This design comes from an exercise in tuning for small area and a short achievable clock period on the open sky130 flow, not from production work. The RTL was checked by simulation tests, not by an equivalence proof against the original design. Power figures rest on the tool's default switching activity, not on a simulated workload.

File: design.v
module alu (
    input  [31:0] a,
    input  [31:0] b,
    input         sub,       
    input         lu_ka,     
    input         lu_kb,
    input         s_sum,
    input         s_lu,
    input         s_sll,
    input         s_srl,
    input         s_lt,
    output [31:0] result,
    output        lt,        
    output        eq         
);
wire [32:0] sum = {1'b0, a} + {1'b0, b ^ {32{sub}}} + {32'b0, sub};
assign lt = ~sum[32];
assign eq = (a == b);
wire [31:0] lu  = (a & ({32{lu_ka}} | b)) | (b & {32{lu_kb}});
wire [31:0] shl = a << b[4:0];
wire [31:0] shr = a >> b[4:0];
assign result = ({32{s_sum}} & sum[31:0]) |
                ({32{s_lu}}  & lu) |
                ({32{s_sll}} & shl) |
                ({32{s_srl}} & shr) |
                {31'b0, s_lt & lt};
endmodule
module register_veda(
    input         clock,
    input         reset,
    input  [4:0]  read_reg_num1,
    input  [4:0]  read_reg_num2,
    input         write_enable,
    input  [4:0]  write_reg,
    input  [31:0] write_data,
    output [31:0] read_data1,
    output [31:0] read_data2
);
function [31:0] init_value;
input [4:0] idx;
begin
case(idx)
5'd0: init_value=17;
5'd17: init_value=16;
5'd18: init_value=4;
5'd19: init_value=2;
5'd20: init_value=3;
5'd21: init_value=10;
5'd22: init_value=9;
5'd23: init_value=11;
5'd24: init_value=8;
5'd25: init_value=7;
5'd26: init_value=6;
5'd27: init_value=1;
5'd29: init_value=1;
5'd30: init_value=11;
default: init_value=0;
endcase
end
endfunction
wire [31:0] bus0 = write_data & {32{~reset}};    
wire [31:0] bus1 = write_data | {32{reset}};     
wire [31:0] mem [31:0];
wire [31:0] sel1, sel2;
genvar g, b;
generate
for (g = 0; g < 32; g = g + 1) begin : regs
  localparam [31:0] IV = init_value(g);
  wire wr = reset | (write_enable & (write_reg == g));
  reg [31:0] r;
  for (b = 0; b < 32; b = b + 1) begin : bits
    always @(posedge clock)
      if (wr) r[b] <= IV[b] ? bus1[b] : bus0[b];
  end
  assign mem[g] = r;
  assign sel1[g] = (read_reg_num1 == g);
  assign sel2[g] = (read_reg_num2 == g);
end
endgenerate
function [31:0] rd;
input [31:0] sel;
input [1023:0] flat;
integer i;
begin
  rd = 32'b0;
  for (i = 0; i < 32; i = i + 1)
    rd = rd | (flat[i*32 +: 32] & {32{sel[i]}});
end
endfunction
wire [1023:0] flat;
generate
for (g = 0; g < 32; g = g + 1) begin : fl
  assign flat[g*32 +: 32] = mem[g];
end
endgenerate
assign read_data1 = rd(sel1, flat);
assign read_data2 = rd(sel2, flat);
endmodule
module control(
    input  [5:0] op,
    output       we,
    output       imm_a,      
    output       dst_rs,     
    output       dst_rt,     
    output       sub,
    output       lu_ka,
    output       lu_kb,
    output       s_sum,
    output       s_lu,
    output       s_sll,
    output       s_srl,
    output       s_lt,
    output       b_eq,       
    output       b_ne,       
    output       b_ge,       
    output       b_le,       
    output       b_lt,       
    output       jmp_abs,    
    output       jmp_reg     
);
wire o_add  = (op == 6'd0) | (op == 6'd2) | (op == 6'd4) | (op == 6'd5);
wire o_sub  = (op == 6'd1) | (op == 6'd3);
wire o_and  = (op == 6'd6) | (op == 6'd8);
wire o_or   = (op == 6'd7) | (op == 6'd9);
wire o_sll  = (op == 6'd10);
wire o_srl  = (op == 6'd11);
wire o_lw   = (op == 6'd12);
wire o_sw   = (op == 6'd13);
wire o_slt  = (op == 6'd23) | (op == 6'd24);
assign we      = o_add | o_sub | o_and | o_or | o_sll | o_srl | o_lw | o_sw | o_slt;
assign imm_a   = (op == 6'd4) | (op == 6'd5) | (op == 6'd8) | (op == 6'd9) |
                 (op == 6'd14) | (op == 6'd24);
assign dst_rs  = o_lw;
assign dst_rt  = o_sw;
assign sub     = ~(o_add);
assign lu_ka   = o_or | o_sw;
assign lu_kb   = o_or | o_lw;
assign s_sum   = o_add | o_sub;
assign s_lu    = o_and | o_or | o_lw | o_sw;
assign s_sll   = o_sll;
assign s_srl   = o_srl;
assign s_lt    = o_slt;
assign b_eq    = (op == 6'd14);
assign b_ne    = (op == 6'd15);
assign b_ge    = (op == 6'd17);
assign b_le    = (op == 6'd18);
assign b_lt    = (op == 6'd19);
assign jmp_abs = (op == 6'd20) | (op == 6'd22);
assign jmp_reg = (op == 6'd21);
endmodule
module datapath(
    input         clock,
    input         reset,
    input  [31:0] instr,
    input         wb_we,
    input  [4:0]  wb_waddr,
    input  [31:0] wb_data,
    output        we,
    output [4:0]  waddr,
    output [31:0] result,
    output        taken,
    output        rel,       
    output [7:0]  tgt
);
wire [4:0] rs = instr[25:21];
wire [4:0] rt = instr[20:16];
wire [4:0] rd = instr[15:11];
wire imm_a, dst_rs, dst_rt, sub, lu_ka, lu_kb, s_sum, s_lu, s_sll, s_srl, s_lt;
wire b_eq, b_ne, b_ge, b_le, b_lt, jmp_abs, jmp_reg;
control cntrl(
    .op(instr[31:26]), .we(we), .imm_a(imm_a), .dst_rs(dst_rs), .dst_rt(dst_rt),
    .sub(sub), .lu_ka(lu_ka), .lu_kb(lu_kb), .s_sum(s_sum), .s_lu(s_lu),
    .s_sll(s_sll), .s_srl(s_srl), .s_lt(s_lt), .b_eq(b_eq), .b_ne(b_ne),
    .b_ge(b_ge), .b_le(b_le), .b_lt(b_lt), .jmp_abs(jmp_abs), .jmp_reg(jmp_reg));
wire [31:0] rd1, rd2;
register_veda reg_file_module(
    .clock(clock), .reset(reset),
    .read_reg_num1(rs), .read_reg_num2(rt),
    .write_enable(wb_we), .write_reg(wb_waddr), .write_data(wb_data),
    .read_data1(rd1), .read_data2(rd2));
wire fwd1 = wb_we & (wb_waddr == rs);
wire fwd2 = wb_we & (wb_waddr == rt);
wire [31:0] r1 = fwd1 ? wb_data : rd1;
wire [31:0] r2 = fwd2 ? wb_data : rd2;
wire [31:0] a = imm_a ? {16'b0, instr[15:0]} : r1;
wire [31:0] b = r2;
wire lt, eq;
alu alu_module(
    .a(a), .b(b), .sub(sub), .lu_ka(lu_ka), .lu_kb(lu_kb),
    .s_sum(s_sum), .s_lu(s_lu), .s_sll(s_sll), .s_srl(s_srl), .s_lt(s_lt),
    .result(result), .lt(lt), .eq(eq));
assign waddr = dst_rs ? rs : dst_rt ? rt : rd;
assign taken = (b_eq & eq) | (b_ne & ~eq) | (b_ge & ~lt) | (b_le & (lt | eq)) |
               (b_lt & lt) | jmp_abs | jmp_reg;
assign rel   = ~(jmp_abs | jmp_reg);
assign tgt   = jmp_reg ? r1[7:0] : instr[7:0];
endmodule
module cse_bubble(
input clk,
input reset,
output [7:0] imem_addr,
input [31:0] imem_data,
output rf_we,
output [4:0] rf_waddr,
output [31:0] rf_wdata
);
reg [7:0]  program_counter;
reg        we_r;
reg [4:0]  waddr_r;
reg [31:0] result_r;
reg        taken_r;
reg        rel_r;
reg [7:0]  tgt_r;
wire        we;
wire [4:0]  waddr;
wire [31:0] result;
wire        taken, rel;
wire [7:0]  tgt;
datapath dp1(
    .clock(clk), .reset(reset), .instr(imem_data),
    .wb_we(we_r), .wb_waddr(waddr_r), .wb_data(result_r),
    .we(we), .waddr(waddr), .result(result),
    .taken(taken), .rel(rel), .tgt(tgt));
wire [7:0] pc1 = program_counter + 8'd1;
wire [7:0] new_pc = ~taken_r ? pc1 : rel_r ? pc1 + tgt_r : tgt_r;
always @(posedge clk, posedge reset) begin
  if (reset) begin
    program_counter <= 8'd0;
    we_r     <= 1'b1;
    waddr_r  <= 5'd0;
    result_r <= 32'd34;
    taken_r  <= 1'b0;
    rel_r    <= 1'b1;
    tgt_r    <= 8'd0;
  end else begin
    program_counter <= new_pc;
    we_r     <= we;
    waddr_r  <= waddr;
    result_r <= result;
    taken_r  <= taken;
    rel_r    <= rel;
    tgt_r    <= tgt;
  end
end
assign imem_addr = program_counter;
assign rf_we     = we_r;
assign rf_waddr  = waddr_r;
assign rf_wdata  = result_r;
endmodule
File: run.sh
#!/bin/bash
# synth_recipe.tcl (not shown) runs the flow's synth.tcl, then flattens the netlist and writes it again
# the make line also repeats each setting of config.mk as NAME=value (left out here)
make -C /OpenROAD-flow-scripts/flow DESIGN_CONFIG=/design/flow/config.mk WORK_HOME=/design/flow/orfs CLKGATE_MAP_FILE= SYNTH_SCRIPT=/design/flow/synth_recipe.tcl finish
File: config.mk
export PLATFORM = sky130hd
export DESIGN_NAME = cse_bubble
export DESIGN_NICKNAME = cse_bubble
export VERILOG_FILES = /design/flow/design.v
export SDC_FILE = /design/flow/constraint.sdc
export NUM_CORES = 4
export LEC_CHECK = 0
export CAP_MARGIN = 20
export CORE_MARGIN = 2
export CORE_UTILIZATION = 40
export SETUP_SLACK_MARGIN = 0.8
export SLEW_MARGIN = 20
File: constraint.sdc
create_clock -name core_clock -period 11.0 [get_ports {clk}]
set_input_delay 2.2000 -clock core_clock [delete_from_list [all_inputs] [get_ports {clk}]]
set_output_delay 2.2000 -clock core_clock [all_outputs]
set_load 0.01 [all_outputs]
==> run summary, run 1 <==
total CTS buffers: 114
worst hold path type: flop to flop
DP HPWL: 197600 microns
Tcrit/Tclk final: 81.46%
Min Clock Period, post-route: 8.960 ns
Max rail drop VDD: 0.1386 mV
worst slew pin tran: 1.353 ns
Seq/Total Area, Yosys: 56.81%
Pwr Total: 12100 uW
Design Area, Final: 64730 sq um
Post-Synthesis Cell Area: 56610 sq um
final net count: 5104
Setup violations, final: 0
htree depth: 3
outcome: complete, no violations
GR Util All Layers: 42.72%
# Max-Cap Violations: 0
Final Hold Fails: 0
Post-synth top cells: edfxtp_1 (1024), and3_1 (577), nand3_1 (416)
root buffer cell: clkbuf_16
Area Growth Syn to Fin: 14.35%
# rows: 138
GP Congestion: 1.059
Post-Syn Instances: 4998
DR iter-0 viols: 11220
crit-path max FO: 15
pwr dens: 186.9 nW/um^2
CTS Hold Buffers Added: 0
CP Capture Type: flop
DR vias: 54610
clk_skew: 0.06800 ns
vias in the first global route: 49880
Placed Area: 60730 sq um
Ports: 80
Routed wire per std cell: 45.44 microns
insertion delay to the later sink of the worst-skew pair: 0.81 ns
Synth async-reset ratio: 5.185%
crit path DAT: 9.54 ns
drt drc: 0
largest net degree at the start of global routing: 73
CTS-repair resized insts: 0
first-pass GRT wire length: 425900 microns
total global routing overflow: 0
initial antenna violation count: 22
syn_nets: 5074
first-pass iteration count of the detailed router: 13
die height: 380.2 microns
CORE AREA: 141100 sq um
area of the multi-input gates: 23330 sq um
RSZ-0062 raised after global routing: no
CTS tree: yes
sequential cell area: 32160 sq um
number of distinct library cells after synthesis: 111
Yosys warning count: 2
EDFF count, synth: 1024
remaining antenna violation count after routing: 0
final slew viol count: 0
Worst-path clk slew: 0.06 ns
worst-case clock buffer depth: 3
Max Freq: 0.1116 GHz
CP startpoint kind: primary input
Synth Register Bits: 1080
DIE AREA: 144500 sq um
# Post-CTS Setup Buffers: 0
most numerous cell in the Yosys netlist: edfxtp_1
Routed WL: 320400 microns
leakage power: 0.02477 uW
FILL cells: 12820
CP required: 11.58 ns
CP Class: primary input to flop
largest cells by area after synthesis: edfxtp_1 (54%), and3_1 (6.4%), a22oi_1 (4.9%)
Clock Sinks: 1080
setup TNS: 0 ns
Hold Slack: 0.5483 ns
IO Port Bufs: 79
Post-synth top flop: edfxtp_1
Via density: 7.744
Synth top area share: 54.32%
share of cells above drive strength 1: 12.92%
Synth area leader: edfxtp_1
DIE WIDTH: 380.2 microns
Initial Util: 40.13%
Max-slew headroom: 9.771%
mean post-synth cell area: 11.33 sq um
[kinds of logic (layout without fill, tap and decap cells)]
| family | count (synthesis) | in the layout | synth area share [%] |
|---|---|---|---|
| simple gates | 1928 | 1928 | 18.84 |
| mux | 67 | 67 | 1.222 |
| xor+xnor | 96 | 96 | 1.485 |
| flops | 1080 | 1080 | 56.81 |
| fa+ha+maj | 42 | 42 | 0.9549 |
| buf+inv | 473 | 597 | 3.499 |
| compound gates | 1312 | 1312 | 17.19 |
| other cells | 0 | 40 | 0 |
[final cells by class]
| type | count | share of cell area (%) |
|---|---|---|
| clock inverters | 79 | 1.351 |
| repair buffers | 342 | 4.349 |
| well taps | 1890 | 3.653 |
| flip-flops and latches | 1080 | 49.68 |
| inverters | 45 | 0.2648 |
| multi-input cells | 3445 | 36.04 |
| diodes | 40 | 0.1546 |
| clock buffers | 131 | 4.506 |
[metrics by stage]
| stage | util [%] | cells | worst slack, ns |
|---|---|---|---|
| floorplan | - | 4998 | 4.020 |
| global placement | 43.03 | 6801 | 1.849 |
| detailed placement | 43.05 | 6802 | 1.875 |
| CTS | 45.74 | 7012 | 2.671 |
| global route | 45.82 | 7017 | 2.210 |
| finish | 45.88 | 7052 | 2.040 |
[power breakdown]
group	total [uW]	internal [uW]	switching [uW]
Combinational	2800	802	1990
Clock	4030	2260	1780
Sequential	5270	4940	328
[path summary, 6_finish.rpt]
kind | depth (start not counted) | end | start | slack [ns]
max reg2reg | 19 | taken_r | waddr_r[1] | 4.19
max in group asynchronous | 4 | result_r[11] | reset | 7.75
min reg2reg | 1 | program_counter[7] | tgt_r[7] | 0.55
max | 20 | result_r[19] | imem_data[16] | 2.04
min in group asynchronous | 3 | result_r[12] | reset | 1.75
min | 1 | program_counter[7] | tgt_r[7] | 0.55
[worst max-delay path, stage by stage]
cell and delay (ns):
clkdlybuf4s50_1 0.87, buf_4 0.44, or3b_2 0.62, nor2_4 0.76, buf_4 0.39, a22oi_1 0.12, nand2_1 0.10, nor3_1 0.06
a31oi_1 0.95, xor2_1 0.16, ha_1 0.47, a21o_1 0.17, a21oi_1 0.07, o21a_1 0.21, nand2_1 0.10, a21oi_1 0.04
o21ai_0 0.67, o221ai_1 0.26, a31oi_1 0.56, o211ai_1 0.27
[flip-flops by register name (all words and copies together), names as in the netlist]
register,cells
program_counter,8
taken_r,1
we_r,1
rel_r,1
result_r,32
tgt_r,8
dp1.reg_file_module.regs.r,1024
waddr_r,5
[routing by layer]
metal	up-vias	routed length, microns	part of all wire (%)	GRT usage, %
li1	20240	-	-	-
met1	26150	104800	33	49.87
met2	6264	126100	39	59.27
met3	1947	56640	18	21.68
met4	12	32500	10	32.55
met5	-	346	0.11	1.720
[layout by cell type (no fill, tap or decap), drive strengths merged, types with 53 or more instances in the layout]
cell type / count
o21ai: 158
and3: 578
clkbuf: 131
a221oi: 61
mux2i: 53
a2111oi: 161
nor3: 70
buf: 268
edfxtp: 1024
a21oi: 147
a22o: 65
nor2: 197
clkdlybuf4s50: 74
nand3: 417
nand2: 230
o211ai: 85
nand4: 181
a22oi: 373
==> run 2, diff against run 1 <==
--- a/design.v
+++ b/design.v
@@ -78,14 +78,4 @@
 end
 endgenerate
-function [31:0] rd;
-input [31:0] sel;
-input [1023:0] flat;
-integer i;
-begin
-  rd = 32'b0;
-  for (i = 0; i < 32; i = i + 1)
-    rd = rd | (flat[i*32 +: 32] & {32{sel[i]}});
-end
-endfunction
 wire [1023:0] flat;
 generate
@@ -93,7 +83,16 @@
   assign flat[g*32 +: 32] = mem[g];
 end
+for (b = 0; b < 32; b = b + 1) begin : rp
+  wire [31:0] col;
+  for (g = 0; g < 32; g = g + 1) begin : c
+    assign col[g] = flat[g*32 + b];
+  end
+  rdcol p1(.sel(sel1), .d(col), .y(read_data1[b]));
+  rdcol p2(.sel(sel2), .d(col), .y(read_data2[b]));
+end
 endgenerate
-assign read_data1 = rd(sel1, flat);
-assign read_data2 = rd(sel2, flat);
+endmodule
+module rdcol(input [31:0] sel, input [31:0] d, output y);
+assign y = |(sel & d);
 endmodule
 module control(
--- a/config.mk
+++ b/config.mk
@@ -8,5 +8,9 @@
 export CAP_MARGIN = 20
 export CORE_MARGIN = 2
-export CORE_UTILIZATION = 40
-export SETUP_SLACK_MARGIN = 0.8
+export CORE_UTILIZATION = 55
+export CTS_BUF_LIST = sky130_fd_sc_hd__clkbuf_4
+export CTS_CLUSTER_SIZE = 30
+export SETUP_SLACK_MARGIN = 5
 export SLEW_MARGIN = 20
+export SYNTH_HIERARCHICAL = 1
+export SYNTH_MINIMUM_KEEP_SIZE = 0
==> run summary, run 2 <==
crit path DAT: 7.06 ns (was 9.54 ns)
R2R Setup Slk: 5.76 ns (was 4.19 ns)
Layout Cells excl Fill: 5889 (was 7052)
insertion delay to the later sink of the worst-skew pair: 1.22 ns (was 0.81 ns)
Post-synth top flop: edfxtp_1 (unchanged)
setup TNS: 0 ns (unchanged)
Min Clock Period, post-route: 6.038 ns (was 8.960 ns)
# Max-Cap Violations: 0 (unchanged)
Pwr Total: 11260 uW (was 12100 uW)
Area Growth Syn to Fin: 17.34% (was 14.35%)
Final Hold Fails: 0 (unchanged)
commonest cells after routing, fill and taps aside: edfxtp_1 (1024), a22oi_1 (960), clkbuf_4 (410), nand4_1 (273), buf_4 (239) (was edfxtp_1 (1024), and3_1 (575), nand3_1 (414), a22oi_1 (373), buf_4 (257))
area of the multi-input gates: 21170 sq um (was 23330 sq um)
CP Class: primary input to flop (unchanged)
DR iter-0 viols: 7863 (was 11220)
r2r startpoint: waddr_r[1] (unchanged)
root buffer cell: clkbuf_4 (was clkbuf_16)
htree depth: 5 (was 3)
DR vias: 45440 (was 54610)
Routed WL: 229100 microns (was 320400 microns)
Seq/Total Area, Yosys: 61.17% (was 56.81%)
Worst R2R Path Depth: 17 (was 19)
Via density: 7.715 (was 7.744)
number of distinct library cells after synthesis: 95 (was 111)
Util after Layout: 65.02% (was 45.88%)
Comb pwr share: 23.5% (was 23.1%)
Hold Crit Start: tgt_r[3] (was tgt_r[7])
GP Congestion: 1.078 (was 1.059)
Synth area leader: edfxtp_1 (unchanged)
Worst-path clk slew: 0.06 ns (about the same)
crit-path max FO: 25 (was 15)
net switching fraction of the power: 32.40% (was 33.87%)
Synth Register Bits: 1080 (unchanged)
Post-Syn Instances: 3890 (was 4998)
RSZ-0062 raised after global routing: yes (was no)
DIE WIDTH: 313.2 microns (was 380.2 microns)
Ports: 80 (unchanged)
CP startpoint kind: primary input (unchanged)
most numerous cell in the Yosys netlist: edfxtp_1 (unchanged)
outcome: complete, no violations (unchanged)
worst-case clock buffer depth: 4 (was 3)
CTS Hold Buffers Added: 0 (unchanged)
Design Area, Final: 61680 sq um (was 64730 sq um)
Initial Util: 55.41% (was 40.13%)
Top Registers: dp1.reg_file_module.regs.r x1024, result_r x32 (unchanged)
clk_skew: 0.1076 ns (was 0.06800 ns)
CORE AREA: 94870 sq um (was 141100 sq um)
die height: 313.2 microns (was 380.2 microns)
Setup violations, final: 0 (unchanged)
commonest non-fill, non-tap cell in the layout: edfxtp_1 (unchanged)
max FFs per register: 1024 (unchanged)
Post-synth top cells: edfxtp_1 (1024), a22oi_1 (963), nand4_1 (273) (was edfxtp_1 (1024), and3_1 (577), nand3_1 (416))
Routed wire per std cell: 38.90 microns (was 45.44 microns)
Worst Setup SP: imem_data[20] (was imem_data[16])
DP HPWL: 142500 microns (was 197600 microns)
final net count: 4506 (was 5104)
Tcrit/Tclk final: 54.89% (was 81.46%)
largest cells by area after synthesis: edfxtp_1 (58%), a22oi_1 (14%), nand4_1 (3.2%) (was edfxtp_1 (54%), and3_1 (6.4%), a22oi_1 (4.9%))
Hold Path Sink: program_counter[3] (was program_counter[7])
first-pass GRT wire length: 317500 microns (was 425900 microns)
FILL cells: 7012 (was 12820)
vias in the first global route: 42890 (was 49880)
first-pass iteration count of the detailed router: 9 (was 13)
share of cells above drive strength 1: 25.32% (was 12.92%)
syn_nets: 3975 (was 5074)
Max-slew headroom: 19.97% (was 9.771%)
Yosys warning count: 8 (was 2)
sequential cell area: 32160 sq um (unchanged)
drt drc: 0 (unchanged)
Pint: 7608 uW (was 8000 uW)
EDFF count, synth: 1024 (unchanged)
Clock Sinks: 1080 (unchanged)
Max rail drop VDD: 0.1212 mV (was 0.1386 mV)
hold path depth: 2 (was 1)
Synth top area share: 58.50% (was 54.32%)
worst slew pin tran: 1.196 ns (was 1.353 ns)
Flop pwr share: 45.9% (was 43.6%)
total CTS buffers: 294 (was 114)
RR Endpoint: taken_r (unchanged)
Post-Synthesis Cell Area: 52570 sq um (was 56610 sq um)
placed cells: 5252 (was 6802)
leakage power: 0.02154 uW (was 0.02477 uW)
Largest Register: dp1.reg_file_module.regs.r (unchanged)
# rows: 113 (was 138)
remaining antenna violation count after routing: 0 (unchanged)
total global routing overflow: 0 (unchanged)
GR Util All Layers: 45.72% (was 42.72%)
Placed Area: 56180 sq um (was 60730 sq um)
pwr dens: 182.5 nW/um^2 (was 186.9 nW/um^2)
CP Capture Type: flop (unchanged)
initial antenna violation count: 14 (was 22)
Synth async-reset ratio: 5.185% (unchanged)
clock power share: 30.6% (was 33.3%)
Psw: 3647 uW (was 4097 uW)
worst hold path type: flop to flop (unchanged)
DIE AREA: 98060 sq um (was 144500 sq um)
mean post-synth cell area: 13.51 sq um (was 11.33 sq um)
final slew viol count: 0 (unchanged)
CTS tree: yes (unchanged)
IO Port Bufs: 79 (unchanged)
CP required: 12.02 ns (was 11.58 ns)
Max Freq: 0.1656 GHz (was 0.1116 GHz)
largest net degree at the start of global routing: 50 (was 73)
-- run 2: cell count changes after synthesis, sizes merged, moves of 52 or more --
cell     previous run  this run
clkbuf            319        81
buf               109        57
a2111oi           161         1
o211ai             85        12
nand3             417        38
and3              578         8
a22oi             373      1027
a22o               65         4
nand2             230       159
nand4             181       274
a221oi             61         8
-- run 2: through the flow --
step	hold slack [ns]	worst slack [ns]
after detailed placement	0.5944	2.451
after global routing	0.6258	4.867
after floorplan	0.4667	4.635
after global placement	0.5558	2.385
after CTS	0.6071	5.001
final	0.6059	4.962
-- run 2: modules after synthesis, one instance, submodules excluded --
module / cells / copies in the design / flip-flops and latches / cell area, sq um
alu: 934 / 1 / 0 / 6639
control: 46 / 1 / 0 / 299.0
cse_bubble: 137 / 1 / 56 / 1984
datapath: 218 / 1 / 0 / 1707
rdcol: 21 / 64 / 0 / 157.7
register_veda: 1211 / 1 / 1024 / 31850
-- run 2: how the worst max path moves through the flow --
stage	end	slack (ns)	cells past startpoint
CTS	result_r[31]	5.00	18
detailed placement	result_r[18]	2.45	16
global route	taken_r	4.87	21
finish	taken_r	4.96	20
global placement	result_r[18]	2.39	16
floorplan	result_r[20]	4.64	19
-- run 2: repair_timing --
action,in CTS,in global routing
gates resized for setup,140,94
cloned,10,2
setup buffers,90,36
pin swaps,41,34
hold endpoints to repair,0,0
endpoints found under the setup margin,33,29
-- run 2: critical path: stages --
cell	delay, ns
buf_2	0.19
or3b_4	0.33
nor2_4	0.09
buf_4	0.21
buf_4	0.17
a22oi_1	0.17
nand4_1	0.31
or4_1	0.58
mux2_4	0.47
xor2_1	0.20
ha_1	0.39
nand4_1	0.15
a21oi_4	0.26
o21ai_1	0.16
a21o_1	0.21
a21bo_2	0.26
a21oi_4	0.31
o22ai_2	0.15
o21ai_0	0.10
nand4_1	0.11
-- run 2: layout make-up --
type | instances | area share (%)
Antenna cell | 15 | 0.06086
Multi-Input combinational cell | 2661 | 34.32
Clock inverter | 79 | 0.6796
Tap cell | 1265 | 2.566
Clock buffer | 405 | 4.929
Sequential cell | 1080 | 52.13
Timing Repair Buffer | 361 | 5.159
Inverter | 23 | 0.1481
-- run 2: logic make-up (layout without fill, tap and decap cells) --
| family | Yosys count | after routing | share of synthesized area [%] |
|---|---|---|---|
| AOI/OAI and AO/OA | 1454 | 1456 | 20.65 |
| DFF | 1080 | 1080 | 61.17 |
| and+or+nand+nor | 890 | 897 | 9.269 |
| buffers and inverters | 161 | 868 | 1.478 |
| muxes | 150 | 153 | 4.387 |
| xor gates and xnor gates | 104 | 104 | 1.804 |
| adders and majority gates | 51 | 51 | 1.243 |
| other | 0 | 15 | 0 |
-- run 2: power by group through the flow --
stage / Combinational [uW] / Clock (uW) / Sequential (uW)
detailed placement: 2320 / 0 / 5240
global route: 2720 / 3700 / 5190
CTS: 2430 / 3470 / 5150
floorplan: 1430 / 0 / 5150
global placement: 2300 / 0 / 5210
finish: 2640 / 3450 / 5170
-- run 2: routing by layer --
metal / track usage (%) / up-vias / wire length [microns]
met5: 0 / - / 46
met4: 31.37 / 6 / 19580
met3: 15.08 / 942 / 35200
met2: 66.54 / 4488 / 97240
met1: 58.21 / 22220 / 77020
li1: - / 17780 / -
==> run 3, diff against run 2 <==
--- a/config.mk
+++ b/config.mk
@@ -9,6 +9,4 @@
 export CORE_MARGIN = 2
 export CORE_UTILIZATION = 55
-export CTS_BUF_LIST = sky130_fd_sc_hd__clkbuf_4
-export CTS_CLUSTER_SIZE = 30
 export SETUP_SLACK_MARGIN = 5
 export SLEW_MARGIN = 20
==> run summary, run 3 <==
outcome: complete, no violations (unchanged)
Largest Register: dp1.reg_file_module.regs.r (unchanged)
# rows: 113 (unchanged)
DP HPWL: 142500 microns (unchanged)
final slew viol count: 0 (unchanged)
Final Hold Fails: 0 (unchanged)
Pint: 8407 uW (was 7608 uW)
Max rail drop VDD: 0.1768 mV (was 0.1212 mV)
drt drc: 0 (unchanged)
GP Congestion: 1.078 (unchanged)
DR iter-0 viols: 8178 (was 7863)
Max Freq: 0.1575 GHz (was 0.1656 GHz)
hold path depth: 2 (unchanged)
DR vias: 45610 (was 45440)
Worst path max stage delay: 0.91 ns (was 0.58 ns)
Post-synth top flop: edfxtp_1 (unchanged)
net switching fraction of the power: 31.02% (was 32.40%)
Yosys warning count: 8 (unchanged)
clk_skew: 0.05073 ns (was 0.1076 ns)
crit-path max FO: 8 (was 25)
share of cells above drive strength 1: 26.58% (was 25.32%)
first-pass iteration count of the detailed router: 12 (was 9)
CP required: 11.53 ns (was 12.02 ns)
leakage power: 0.02248 uW (was 0.02154 uW)
Psw: 3780 uW (was 3647 uW)
die height: 313.2 microns (unchanged)
Synth Register Bits: 1080 (unchanged)
Worst-path clk slew: 0.07 ns (was 0.06 ns)
htree depth: 3 (was 5)
worst-case clock buffer depth: 3 (was 4)
Routed wire per std cell: 41.35 microns (was 38.90 microns)
Max-slew headroom: 16.41% (was 19.97%)
Ports: 80 (unchanged)
# Max-Cap Violations: 0 (unchanged)
Top Registers: dp1.reg_file_module.regs.r x1024, result_r x32 (unchanged)
insertion delay to the later sink of the worst-skew pair: 0.74 ns (was 1.22 ns)
DIE WIDTH: 313.2 microns (unchanged)
syn_nets: 3975 (unchanged)
RSZ-0062 raised after global routing: yes (unchanged)
GR Util All Layers: 46.83% (was 45.72%)
worst slew pin tran: 1.248 ns (was 1.196 ns)
total CTS buffers: 108 (was 294)
Synth top area share: 58.50% (unchanged)
Post-Syn Instances: 3890 (unchanged)
remaining antenna violation count after routing: 0 (unchanged)
largest cells by area after synthesis: edfxtp_1 (58%), a22oi_1 (14%), nand4_1 (3.2%) (unchanged)
Post-synth top cells: edfxtp_1 (1024), a22oi_1 (963), nand4_1 (273) (unchanged)
CP Class: primary input to flop (unchanged)
worst hold path type: flop to flop (unchanged)
CP startpoint kind: primary input (unchanged)
Worst R2R Path Depth: 14 (was 17)
largest net degree at the start of global routing: 51 (was 50)
total global routing overflow: 0 (unchanged)
Post-Synthesis Cell Area: 52570 sq um (unchanged)
Comb pwr share: 24.2% (was 23.5%)
slowest stage cell, crit path: a222oi_1 (was or4_1)
Tcrit/Tclk final: 57.71% (was 54.89%)
Design Area, Final: 65160 sq um (was 61680 sq um)
Via density: 7.911 (was 7.715)
worst path cell trace: buf_12, or3b_4, buf_6, nor2_4, buf_12, a22oi_2, nand4_1, or4_4, nand2b_1, a21oi_1, a221o_2, buf_6, mux4_2, mux2i_4, o22ai_2, a222oi_1, nand4_1 (was buf_2, or3b_4, nor2_4, buf_4, buf_4, a22oi_1, nand4_1, or4_1, mux2_4, xor2_1, ha_1, nand4_1, a21oi_4, o21ai_1, a21o_1, a21bo_2, a21oi_4, o22ai_2, o21ai_0, nand4_1)
DIE AREA: 98060 sq um (unchanged)
number of distinct library cells after synthesis: 95 (unchanged)
setup TNS: 0 ns (unchanged)
CP Capture Type: flop (unchanged)
most numerous cell in the Yosys netlist: edfxtp_1 (unchanged)
clock power share: 33.3% (was 30.6%)
Clock Sinks: 1080 (unchanged)
first-pass GRT wire length: 324000 microns (was 317500 microns)
Area Growth Syn to Fin: 23.97% (was 17.34%)
Seq/Total Area, Yosys: 61.17% (unchanged)
final net count: 4482 (was 4506)
Initial Util: 55.41% (unchanged)
CTS tree: yes (unchanged)
Synth area leader: edfxtp_1 (unchanged)
CTS Hold Buffers Added: 0 (unchanged)
commonest non-fill, non-tap cell in the layout: edfxtp_1 (unchanged)
Routed WL: 238400 microns (was 229100 microns)
Synth async-reset ratio: 5.185% (unchanged)
Placed Area: 56180 sq um (unchanged)
crit path DAT: 6.88 ns (was 7.06 ns)
initial antenna violation count: 14 (unchanged)
EDFF count, synth: 1024 (unchanged)
Flop pwr share: 42.5% (was 45.9%)
Min Clock Period, post-route: 6.348 ns (was 6.038 ns)
commonest cells after routing, fill and taps aside: edfxtp_1 (1024), a22oi_1 (923), buf_4 (310), nand4_1 (273), nand2_1 (154) (was edfxtp_1 (1024), a22oi_1 (960), clkbuf_4 (410), nand4_1 (273), buf_4 (239))
CORE AREA: 94870 sq um (unchanged)
max FFs per register: 1024 (unchanged)
root buffer cell: clkbuf_16 (was clkbuf_4)
pwr dens: 187.0 nW/um^2 (was 182.5 nW/um^2)
Setup violations, final: 0 (unchanged)
IO Port Bufs: 79 (unchanged)
vias in the first global route: 42380 (was 42890)
mean post-synth cell area: 13.51 sq um (unchanged)
[run 3: cell families (layout without fill, tap and decap cells)]
kind of cell             Yosys count  in the layout  synth area share, %
XOR/XNOR                         104            104                1.804
other                              0             13                    0
adder cells (fa/ha/maj)           51             51                1.243
AO/OA/AOI/OAI                   1454           1456                20.65
buffers and inverters            161            742                1.478
multiplexers                     150            157                4.387
AND/OR/NAND/NOR                  890            898                9.269
flip-flops                      1080           1080                61.17
[run 3: metrics by stage]
step | instances | setup WS [ns] | power (uW) | util, % | hold WS (ns)
2_1_floorplan | 3890 | 4.635 | 6584 | - | 0.4667
3_3_place_gp | 5251 | 2.385 | 7510 | 59.20 | 0.5558
3_5_place_dp | 5252 | 2.451 | 7555 | 59.22 | 0.5944
4_1_cts | 5659 | 4.973 | 11820 | 66.68 | 0.6080
5_1_grt | 5753 | 4.680 | 12440 | 68.65 | 0.6254
6_report | 5766 | 4.652 | 12190 | 68.69 | 0.6078
[run 3: power groups by stage]
| stage | combinational, uW | sequential (uW) | clock [uW] |
|---|---|---|---|
| floorplan | 1430 | 5150 | 0 |
| finish | 2950 | 5180 | 4060 |
| detailed placement | 2320 | 5240 | 0 |
| global placement | 2300 | 5210 | 0 |
| CTS | 2610 | 5160 | 4050 |
| global route | 3020 | 5200 | 4220 |
[run 3: per-module statistics from Yosys, one instance, submodules excluded]
module	cell area, sq um	flip-flops and latches	cells inside
register_veda	31850	1024	1211
control	299.0	0	46
rdcol	157.7	0	21
cse_bubble	1984	56	137
alu	6639	0	934
datapath	1707	0	218
[run 3: cell type report]
cell class	count	area, sq um
clock inverter	78	1079
multi-input combinational	2666	22080
tap	1265	1583
clock buffer	123	2810
sequential	1080	32160
antenna	13	32.53
fill	6528	29710
timing repair buffer	518	5334
inverter	23	88.84
[run 3: worst paths after layout]
| kind | start | endpoint | slack, ns |
|---|---|---|---|
| worst max register to register | waddr_r[1] | result_r[31] | 5.98 |
| min in group asynchronous | reset | taken_r | 1.79 |
| worst min-delay path | tgt_r[0] | program_counter[0] | 0.61 |
| worst min register to register | tgt_r[0] | program_counter[0] | 0.61 |
| max in group asynchronous | reset | program_counter[1] | 8.06 |
| worst max-delay path | imem_data[25] | result_r[26] | 4.65 |
[run 3: worst max-delay path: cells and delay by family]
kind | cells | cell delay [ns]
muxes | 2 | 0.70
AOI/OAI and AO/OA | 5 | 1.69
and+or+nand+nor | 6 | 1.69
buffers and inverters | 4 | 0.58
[run 3: routing by layer]
| layer | share of wire, % | routed length [microns] | GRT usage, % |
|---|---|---|---|
| met5 | 0.067 | 159 | 0.4836 |
| met4 | 9.1 | 21610 | 33.18 |
| met3 | 16 | 38860 | 16.61 |
| met2 | 42 | 99990 | 67.72 |
| met1 | 33 | 77820 | 58.75 |
[run 3: repair_timing]
action                     in CTS  in global routing
gates resized for setup       349                185
setup endpoints to repair      33                 31
pin swaps                      89                117
buffers inserted              185                 82
gates cloned                   21                 12
==> run 4, diff against run 3 <==
--- a/design.v
+++ b/design.v
@@ -14,10 +14,38 @@
     output        eq         
 );
-wire [32:0] sum = {1'b0, a} + {1'b0, b ^ {32{sub}}} + {32'b0, sub};
-assign lt = ~sum[32];
-assign eq = (a == b);
+wire [31:0] bx = b ^ {32{sub}};
+wire [31:0] p;
+wire [31:0] c;             
+wire        cout;
+genvar i;
+generate
+for (i = 0; i < 32; i = i + 1) begin : px
+  g_xor2 u(.a(a[i]), .b(bx[i]), .y(p[i]));
+end
+endgenerate
+prefix32 pf(.g(a & bx), .p(p), .cin(sub), .c(c), .cout(cout));
+wire [31:0] sum;
+generate
+for (i = 0; i < 32; i = i + 1) begin : sx
+  g_xor2 u(.a(p[i]), .b(c[i]), .y(sum[i]));
+end
+endgenerate
+assign lt = ~cout;
+assign eq = &p;
 wire [31:0] lu  = (a & ({32{lu_ka}} | b)) | (b & {32{lu_kb}});
-wire [31:0] shl = a << b[4:0];
-wire [31:0] shr = a >> b[4:0];
+wire [31:0] arev, trev;
+generate
+for (i = 0; i < 32; i = i + 1) begin : rv
+  assign arev[i] = a[31-i];
+end
+endgenerate
+wire [31:0] t = (s_srl ? arev : a) << b[4:0];
+generate
+for (i = 0; i < 32; i = i + 1) begin : rt
+  assign trev[i] = t[31-i];
+end
+endgenerate
+wire [31:0] shl = t;
+wire [31:0] shr = trev;
 assign result = ({32{s_sum}} & sum[31:0]) |
                 ({32{s_lu}}  & lu) |
@@ -25,4 +53,29 @@
                 ({32{s_srl}} & shr) |
                 {31'b0, s_lt & lt};
+endmodule
+module prefix32(input [31:0] g, input [31:0] p, input cin, output [31:0] c, output cout);
+wire [32:0] G [0:6];
+wire [32:0] P [0:6];
+assign G[0] = {g, cin};
+assign P[0] = {p, 1'b0};
+genvar l, k;
+generate
+for (l = 0; l < 6; l = l + 1) begin : lv
+  for (k = 0; k < 33; k = k + 1) begin : bt
+    if ((k >> l) & 1) begin : op
+      assign G[l+1][k] = G[l][k] | (P[l][k] & G[l][((k >> l) << l) - 1]);
+      assign P[l+1][k] = P[l][k] & P[l][((k >> l) << l) - 1];
+    end else begin : pass
+      assign G[l+1][k] = G[l][k];
+      assign P[l+1][k] = P[l][k];
+    end
+  end
+end
+endgenerate
+assign c = G[6][31:0];
+assign cout = G[6][32];
+endmodule
+module g_xor2(input a, b, output y);
+assign y = a ^ b;
 endmodule
 module register_veda(
--- a/config.mk
+++ b/config.mk
@@ -9,4 +9,6 @@
 export CORE_MARGIN = 2
 export CORE_UTILIZATION = 55
+export CTS_BUF_LIST = sky130_fd_sc_hd__clkbuf_4
+export CTS_CLUSTER_SIZE = 30
 export SETUP_SLACK_MARGIN = 5
 export SLEW_MARGIN = 20
==> run summary, run 4 <==
outcome: complete, no violations (unchanged)
final slew viol count: 0 (unchanged)
total global routing overflow: 0 (unchanged)
DIE WIDTH: 309.6 microns (was 313.2 microns)
Max-slew headroom: 20.31% (was 16.41%)
Synth area leader: edfxtp_1 (unchanged)
Post-synth top cells: edfxtp_1 (1024), a22oi_1 (973), nand4_1 (271) (was edfxtp_1 (1024), a22oi_1 (963), nand4_1 (273))
Final Hold Fails: 0 (unchanged)
CORE AREA: 92910 sq um (was 94870 sq um)
FILL cells: 6581 (was 6528)
initial antenna violation count: 12 (was 14)
largest cells by area after synthesis: edfxtp_1 (60%), a22oi_1 (14%), nand4_1 (3.3%) (was edfxtp_1 (58%), a22oi_1 (14%), nand4_1 (3.2%))
Ports: 80 (unchanged)
crit-path max FO: 32 (was 8)
final net count: 4405 (was 4482)
Synth async-reset ratio: 5.185% (unchanged)
CP required: 11.92 ns (was 11.53 ns)
# rows: 112 (was 113)
CP Capture Type: flop (unchanged)
crit path DAT: 7.45 ns (was 6.88 ns)
vias in the first global route: 41720 (was 42380)
CP startpoint kind: primary input (unchanged)
Pwr Total: 11020 uW (was 12190 uW)
DR vias: 44930 (was 45610)
Area Growth Syn to Fin: 22.71% (was 23.97%)
first-pass iteration count of the detailed router: 14 (was 12)
GR Util All Layers: 46.26% (was 46.83%)
number of distinct library cells after synthesis: 102 (was 95)
commonest non-fill, non-tap cell in the layout: edfxtp_1 (unchanged)
most numerous cell in the Yosys netlist: edfxtp_1 (unchanged)
GP Congestion: 1.042 (was 1.078)
r2r startpoint: waddr_r[1] (unchanged)
pwr dens: 174.9 nW/um^2 (was 187.0 nW/um^2)
die height: 309.6 microns (was 313.2 microns)
drt drc: 0 (unchanged)
Tcrit/Tclk final: 59.32% (was 57.71%)
Synth top area share: 59.87% (was 58.50%)
clk_skew: 0.1155 ns (was 0.05073 ns)
R2R Setup Slk: 5.61 ns (was 5.98 ns)
Top Registers: dp1.reg_file_module.regs.r x1024, result_r x32 (unchanged)
worst-case clock buffer depth: 4 (was 3)
Largest Register: dp1.reg_file_module.regs.r (unchanged)
setup TNS: 0 ns (unchanged)
Max rail drop VDD: 0.1313 mV (was 0.1768 mV)
first-pass GRT wire length: 308800 microns (was 324000 microns)
max FFs per register: 1024 (unchanged)
insertion delay to the later sink of the worst-skew pair: 1.24 ns (was 0.74 ns)
DP HPWL: 138700 microns (was 142500 microns)
Seq/Total Area, Yosys: 62.61% (was 61.17%)
Max Freq: 0.1533 GHz (was 0.1575 GHz)
largest net degree at the start of global routing: 55 (was 51)
commonest cells after routing, fill and taps aside: edfxtp_1 (1024), a22oi_1 (947), clkbuf_4 (409), buf_4 (280), nand4_1 (271) (was edfxtp_1 (1024), a22oi_1 (923), buf_4 (310), nand4_1 (273), nand2_1 (154))
Initial Util: 55.28% (was 55.41%)
htree depth: 5 (was 3)
Placed Area: 55180 sq um (was 56180 sq um)
CP Class: primary input to flop (unchanged)
worst slew pin tran: 1.195 ns (was 1.248 ns)
hold path depth: 1 (was 2)
Util after Layout: 67.83% (was 68.69%)
Clock Sinks: 1080 (unchanged)
root buffer cell: clkbuf_4 (was clkbuf_16)
worst hold path type: flop to flop (unchanged)
Synth Register Bits: 1080 (unchanged)
Worst-path clk slew: 0.07 ns (about the same)
DIE AREA: 95840 sq um (was 98060 sq um)
Hold Slack: 0.5222 ns (was 0.6078 ns)
leakage power: 0.02195 uW (was 0.02248 uW)
Post-synth top flop: edfxtp_1 (unchanged)
total CTS buffers: 296 (was 108)
EDFF count, synth: 1024 (unchanged)
CTS tree: yes (unchanged)
Routed WL: 229300 microns (was 238400 microns)
# Max-Cap Violations: 0 (unchanged)
remaining antenna violation count after routing: 0 (unchanged)
CTS Hold Buffers Added: 0 (unchanged)
Post-Syn Instances: 3669 (was 3890)
DR iter-0 viols: 8013 (was 8178)
RSZ-0062 raised after global routing: yes (unchanged)
share of cells above drive strength 1: 29.95% (was 26.58%)
Post-Synthesis Cell Area: 51360 sq um (was 52570 sq um)
Setup violations, final: 0 (unchanged)
IO Port Bufs: 79 (unchanged)
Via density: 7.717 (was 7.911)
Min Clock Period, post-route: 6.525 ns (was 6.348 ns)
Worst R2R Path Depth: 17 (was 14)
Routed wire per std cell: 39.39 microns (was 41.35 microns)
RR Endpoint: result_r[27] (was result_r[31])
syn_nets: 3713 (was 3975)
Hold Path Sink: program_counter[7] (was program_counter[0])
Design Area, Final: 63020 sq um (was 65160 sq um)
Yosys warning count: 9 (was 8)
mean post-synth cell area: 14.00 sq um (was 13.51 sq um)
Hold Crit Start: tgt_r[7] (was tgt_r[0])
run 4: cells by family after synthesis:
family | Yosys count | synth area share, %
buffers and inverters | 116 | 1.130
and+or+nand+nor | 808 | 9.070
xor gates and xnor gates | 118 | 2.085
muxes | 129 | 3.822
adders and majority gates | 10 | 0.2582
AOI/OAI and AO/OA | 1408 | 21.02
DFF | 1080 | 62.61
run 4: per-layer routing:
metal | vias up | part of all wire, % | track usage [%]
li1 | 17380 | - | -
met1 | 21790 | 33 | 58.02
met2 | 4684 | 41 | 65.14
met3 | 1079 | 16 | 16.61
met4 | 2 | 9.6 | 36.39
met5 | - | 0.0048 | 0
run 4: worst max-delay path by stage:
stage | start | end | slack [ns] | cells past startpoint
finish | imem_data[19] | result_r[27] | 4.48 | 21
global route | imem_data[18] | result_r[27] | 4.46 | 22
CTS | imem_data[16] | result_r[0] | 4.99 | 18
detailed placement | imem_data[17] | result_r[0] | 2.02 | 18
global placement | imem_data[22] | result_r[0] | 2.08 | 20
floorplan | imem_data[19] | result_r[26] | 4.57 | 20
run 4: cell type report:
cell class	count	area [sq um]	share of cell area, %
multi-input combinational	2486	20710	32.87
clock inverter	83	375.4	0.5956
clock buffer	409	3070	4.872
timing repair buffer	474	5009	7.947
sequential	1080	32160	51.02
tap	1254	1569	2.490
inverter	23	92.59	0.1469
antenna	14	35.03	0.05559
run 4: critical path, cell delays in order:
cell and delay (ns):
buf_6 0.15, nand3b_1 0.22, buf_4 0.19, nor2_4 0.04
buf_6 0.23, a22oi_2 0.25, nand4_1 0.50, or4_4 0.76
mux2_4 0.34, xor2_2 0.22, xor2_4 0.25, and3_4 0.19
a22oi_4 0.21, o22ai_4 0.10, buf_12 0.15, o311ai_4 0.32
nand2_1 0.12, xor2_1 0.19, a22o_4 0.30, a2111oi_4 0.19
o211ai_1 0.28
run 4: where the power goes:
| group | internal (uW) | total (uW) | switching [uW] |
|---|---|---|---|
| Combinational | 892 | 2430 | 1540 |
| Clock | 1750 | 3430 | 1680 |
| Sequential | 4910 | 5160 | 255 |
| Total | 7550 | 11000 | 3470 |
run 4: modules after synthesis (local to each module, per instance):
module / times used / cells / flip-flops and latches / area (sq um)
cse_bubble: 1 / 137 / 56 / 1984
datapath: 1 / 218 / 0 / 1707
prefix32: 1 / 119 / 0 / 809.5
alu: 1 / 530 / 0 / 4061
control: 1 / 46 / 0 / 299.0
g_xor2: 64 / 1 / 0 / 8.758
rdcol: 64 / 21 / 0 / 157.7
register_veda: 1 / 1211 / 1024 / 31850
run 4: repair_timing:
action                                  in CTS  in global routing
cloned                                      13                 14
pin swaps                                  105                 96
resized for setup                          260                162
endpoints found under the setup margin      33                 33
setup buffers                              149                 85
run 4: stage by stage:
stage | setup slack, ns | cells
finish | 4.475 | 5823
detailed placement | 2.024 | 5056
global route | 4.463 | 5814
CTS | 4.989 | 5710
global placement | 2.080 | 5056
floorplan | 4.566 | 3669

-- re-timing with driven ports --
Ports are ideal in the flow. The routed layouts listed here were re-timed in OpenROAD. Step 1 assumes that a clkbuf_16 drives the clock port and a buf_2 every other input. Step 2 moves the port delays by t, midway between the first and last clock arrival at a register: inputs arrive t later, outputs are due t later. That takes back most of the time a late clock gives input paths. Three values: no drivers, after step 1, after step 2; two values: the first two.
run | t, ns | setup WS [ns] | worst data-port slew with drivers (ns)
run 1 | 0.856 | 2.040 / 2.090 / 1.234 | 0.06
run 2 | 1.236 | 4.962 / 5.007 / 3.772 | 0.05
run 3 | 0.789 | 4.652 / 4.638 / 3.849 | 0.12
run 4 | 1.251 | 4.475 / 4.494 / 3.244 | 0.14
After both steps every run listed still meets setup and hold. For run 4, which loses most, drivers alone change the setup slack by +0.019 ns; drivers and shift together by -1.231 ns.
